From an optimization exercise on the open Yosys and OpenROAD flow, aimed at small area, a short achievable clock period and few clock cycles per item; shortcuts taken in it are not production practice.
In this exercise RTL edits were held to simulation tests only and were not proved equivalent to the original.
Power figures rest on the tool's default switching activity, not on a simulated workload.

// DSP_CONV1D
module DSP_CONV1D #(
    parameter AXI_DATA_WIDTH = 32,
    parameter AXI_ADDR_WIDTH = 5,  
    parameter DSP_DATA_WIDTH = 32,
    parameter MAX_CONV_LEN = 256,
    parameter MAX_KERNEL_LEN = 32
)(
    input  s_axi_clk,
    input  s_axi_resetn,  
    input  [AXI_ADDR_WIDTH-1:0] s_axi_awaddr,
    input  s_axi_awvalid,
    output reg s_axi_awready,
    input  [AXI_DATA_WIDTH-1:0] s_axi_wdata,
    input  [AXI_DATA_WIDTH/8-1:0] s_axi_wstrb,
    input  s_axi_wvalid,
    output reg s_axi_wready,
    output reg  s_axi_bvalid,
    input  s_axi_bready,
    output reg [1:0] s_axi_bresp,
    input  [AXI_ADDR_WIDTH-1:0] s_axi_araddr,
    input  s_axi_arvalid,
    output reg s_axi_arready,
    output reg [AXI_DATA_WIDTH-1:0] s_axi_rdata,
    output reg [1:0] s_axi_rresp,
    output reg s_axi_rvalid,
    input  s_axi_rready,
    output interrupt_o,
    output reg [DSP_DATA_WIDTH-1:0] dsp_mem_addr_o,
    input  [DSP_DATA_WIDTH-1:0] dsp_mem_rdata_i,
    output reg dsp_mem_req_o,
    input  dsp_mem_ack_i,
    output reg dsp_mem_we_o,
    output reg [DSP_DATA_WIDTH-1:0] dsp_mem_wdata_o
);
Size: roughly 4200 cells after synthesis, ~1000 flip-flops, roughly 190 I/O pins.
==> flow/config.mk <==
export PLATFORM = sky130hd
export DESIGN_NAME = DSP_CONV1D
export DESIGN_NICKNAME = DSP_CONV1D
export VERILOG_FILES = /design/flow/design.v
export SDC_FILE = /design/flow/constraint.sdc
export NUM_CORES = 8
export LEC_CHECK = 0
export ABC_CLOCK_PERIOD_IN_PS = 3000
export CAP_MARGIN = 0
export CORE_MARGIN = 2
export CORE_UTILIZATION = 40
export SLEW_MARGIN = 0
==> flow/constraint.sdc <==
create_clock -name core_clock -period 9.0 [get_ports {s_axi_clk}]
set_input_delay 1.8000 -clock core_clock [delete_from_list [all_inputs] [get_ports {s_axi_clk}]]
set_output_delay 1.8000 -clock core_clock [all_outputs]
set_load 0.01 [all_outputs]
standard.sh (not shown) runs the stock make flow with config.mk's settings and CLKGATE_MAP_FILE= SYNTH_SCRIPT=/design/flow/synth_recipe.tcl, a recipe that flattens the netlist after the stock synthesis.
==> flow/flow/run.sh <==
#!/bin/bash
set -euo pipefail
bash standard.sh SETUP_SLACK_MARGIN=5.8 "BUFFER_PORTS_ARGS=-buffer_cell sky130_fd_sc_hd__buf_4" finish > standard_finish.log 2>&1
The baseline ran to the end with no violations.
Testbench counts at the start, summed over its fixed seeds: cycles 141,951, macs 128,917.
Then changed:
Settings changed: CAP_MARGIN 0 to 20, SLEW_MARGIN 0 to 20.
Wire length rose by 0.66%.
Worst setup slack is better by 5.2 ps.
Non-clock buffer count rose by 2.
Via count hardly moves.
Global-route usage is about the same.
Area after synthesis is unchanged.
Sequential share of layout area stays flat.
Then changed:
==> flow/flow/run.sh (replaced) <==
#!/bin/bash
set -euo pipefail
bash standard.sh SETUP_SLACK_MARGIN=5.6 "BUFFER_PORTS_ARGS=-buffer_cell sky130_fd_sc_hd__buf_4" finish > standard_finish.log 2>&1
=>
- power grows by 0.82%
- register-to-register slack is worse by 250 ps
- core utilization hardly moves
- cell area barely changes
- wire length shrinks by about 1%
- final cell count stays flat
- die area is unchanged
- area after synthesis stays the same
- maximum frequency shrinks by about 4.7%
Then changed:
==> flow/flow/run.sh (replaced) <==
#!/bin/bash
set -euo pipefail
bash standard.sh SETUP_SLACK_MARGIN=5.8 "BUFFER_PORTS_ARGS=-buffer_cell sky130_fd_sc_hd__buf_4" finish > standard_finish.log 2>&1
Settings changed: ABC_CLOCK_PERIOD_IN_PS 3000 to 2500.
Fmax went up by a few percent.
Critical path depth went down by 9.
Non-clock buffer count went up by 2.
Power went down slightly.
Hold slack is better by 34 ps.
Clock skew went up by 13 ps.
Wire length went up slightly.

Starting RTL as in the previous note.
Design DSP_CONV1D, start of the top module:
module DSP_CONV1D #(
    parameter AXI_DATA_WIDTH = 32,
    parameter AXI_ADDR_WIDTH = 5,  
    parameter DSP_DATA_WIDTH = 32,
    parameter MAX_CONV_LEN = 256,
    parameter MAX_KERNEL_LEN = 32
)(
    input  s_axi_clk,
    input  s_axi_resetn,  
    input  [AXI_ADDR_WIDTH-1:0] s_axi_awaddr,
    input  s_axi_awvalid,
    output reg s_axi_awready,
    input  [AXI_DATA_WIDTH-1:0] s_axi_wdata,
    input  [AXI_DATA_WIDTH/8-1:0] s_axi_wstrb,
    input  s_axi_wvalid,
    output reg s_axi_wready,
    output reg  s_axi_bvalid,
    input  s_axi_bready,
    output reg [1:0] s_axi_bresp,
    input  [AXI_ADDR_WIDTH-1:0] s_axi_araddr,
    input  s_axi_arvalid,
    output reg s_axi_arready,
    output reg [AXI_DATA_WIDTH-1:0] s_axi_rdata,
    output reg [1:0] s_axi_rresp,
    output reg s_axi_rvalid,
    input  s_axi_rready,
    output interrupt_o,
    output reg [DSP_DATA_WIDTH-1:0] dsp_mem_addr_o,
    input  [DSP_DATA_WIDTH-1:0] dsp_mem_rdata_i,
    output reg dsp_mem_req_o,
    input  dsp_mem_ack_i,
    output reg dsp_mem_we_o,
    output reg [DSP_DATA_WIDTH-1:0] dsp_mem_wdata_o
);
    localparam P   = 4;    
    localparam SW  = (P > 2) ? $clog2(P) : 1;    
    localparam R   = 6;    
    localparam FD  = 3;    
    localparam WQD = 2;    
    localparam CTRL_REG_ADDR          = 5'h00;
    localparam STATUS_REG_ADDR        = 5'h04;
    localparam DATA_IN_ADDR_REG_ADDR  = 5'h08;
    localparam KERNEL_ADDR_REG_ADDR   = 5'h0C;
    localparam DATA_OUT_ADDR_REG_ADDR = 5'h10;
    localparam DATA_LEN_REG_ADDR      = 5'h14;
    localparam KERNEL_LEN_REG_ADDR    = 5'h18;
    reg interrupt_enable_r;
    reg busy_r;
    reg done_r;
    reg error_r;
    reg [31:0] data_in_addr_r;
    reg [31:0] kernel_addr_r;
    reg [31:0] data_out_addr_r;
    reg [31:0] data_len_r;
  ...
export LEC_CHECK = 0
export ABC_CLOCK_PERIOD_IN_PS = 3000
export CAP_MARGIN = 20
export CORE_MARGIN = 2
export CORE_UTILIZATION = 40
export SLEW_MARGIN = 20
export TNS_END_PERCENT = 30
create_clock -name core_clock -period 9.0 [get_ports {s_axi_clk}]
==> flow/flow/run.sh <==
#!/bin/bash
set -euo pipefail
bash standard.sh SETUP_SLACK_MARGIN=5.8 "BUFFER_PORTS_ARGS=-buffer_cell sky130_fd_sc_hd__buf_4" finish > standard_finish.log 2>&1
Testbench counts at the start, summed over its fixed seeds: cycles 141,951, macs 128,917.
Change:
==> flow/flow/run.sh (replaced) <==
#!/bin/bash
set -euo pipefail
bash standard.sh SETUP_SLACK_MARGIN=6 "BUFFER_PORTS_ARGS=-buffer_cell sky130_fd_sc_hd__buf_4" finish > standard_finish.log 2>&1
- TNS_END_PERCENT: 30 -> not set
Effect: Count of clock-buffer cells in the layout goes up by 3. Clock power drops by about 5.5%. Sequential share of layout area fell by 0.98 points. Fmax came out higher by about 2%. Total power is about the same. Routed wire length goes up by 3.8%.

static timing again, ports no longer ideal:
The results above use ideal ports. As a check the final layouts listed here were re-extracted and re-timed, cells and wires unchanged. Step 1: set_driving_cell puts a clkbuf_16 on s_axi_clk and a buf_2 on each other input, an assumption about the parent block. Step 2 moves the port delays by t, midway between the first and last clock arrival at a register: inputs arrive t later, outputs are due t later. That takes back most of the time a late clock gives input paths. Slacks: ideal / step 1 / step 2; pairs: ideal / step 1.
run | t (ns) | setup WS [ns] | worst hold slack (ns) | worst data-port slew with drivers (ns) | pins driven straight from the clock port
the first run of note 1 | 0.785 | 5.812 / 5.745 / 5.241 | 0.347 / 0.347 / 0.347 | 0.14 | 1
the second run of note 1 | 0.784 | 5.817 / 5.750 / 5.214 | 0.364 / 0.364 / 0.364 | 0.17 | 1
the third run of note 1 | 0.789 | 5.660 / 5.660 / 5.039 | 0.330 / 0.330 / 0.330 | 0.14 | 1
the fourth run of note 1 | 0.784 | 5.817 / 5.750 / 5.214 | 0.364 / 0.364 / 0.364 | 0.17 | 1
the first run of note 2 | 0.796 | 5.776 / 5.702 / 4.906 | 0.348 / 0.348 / 0.348 | 0.14 | 1
the second run of note 2 | 0.780 | 5.838 / 5.769 / 5.277 | 0.348 / 0.348 / 0.348 | 0.14 | 1
After both steps every run listed still meets setup and hold. For the first run of note 2, which loses most, drivers alone change the setup slack by -0.074 ns; drivers and shift together by -0.870 ns.
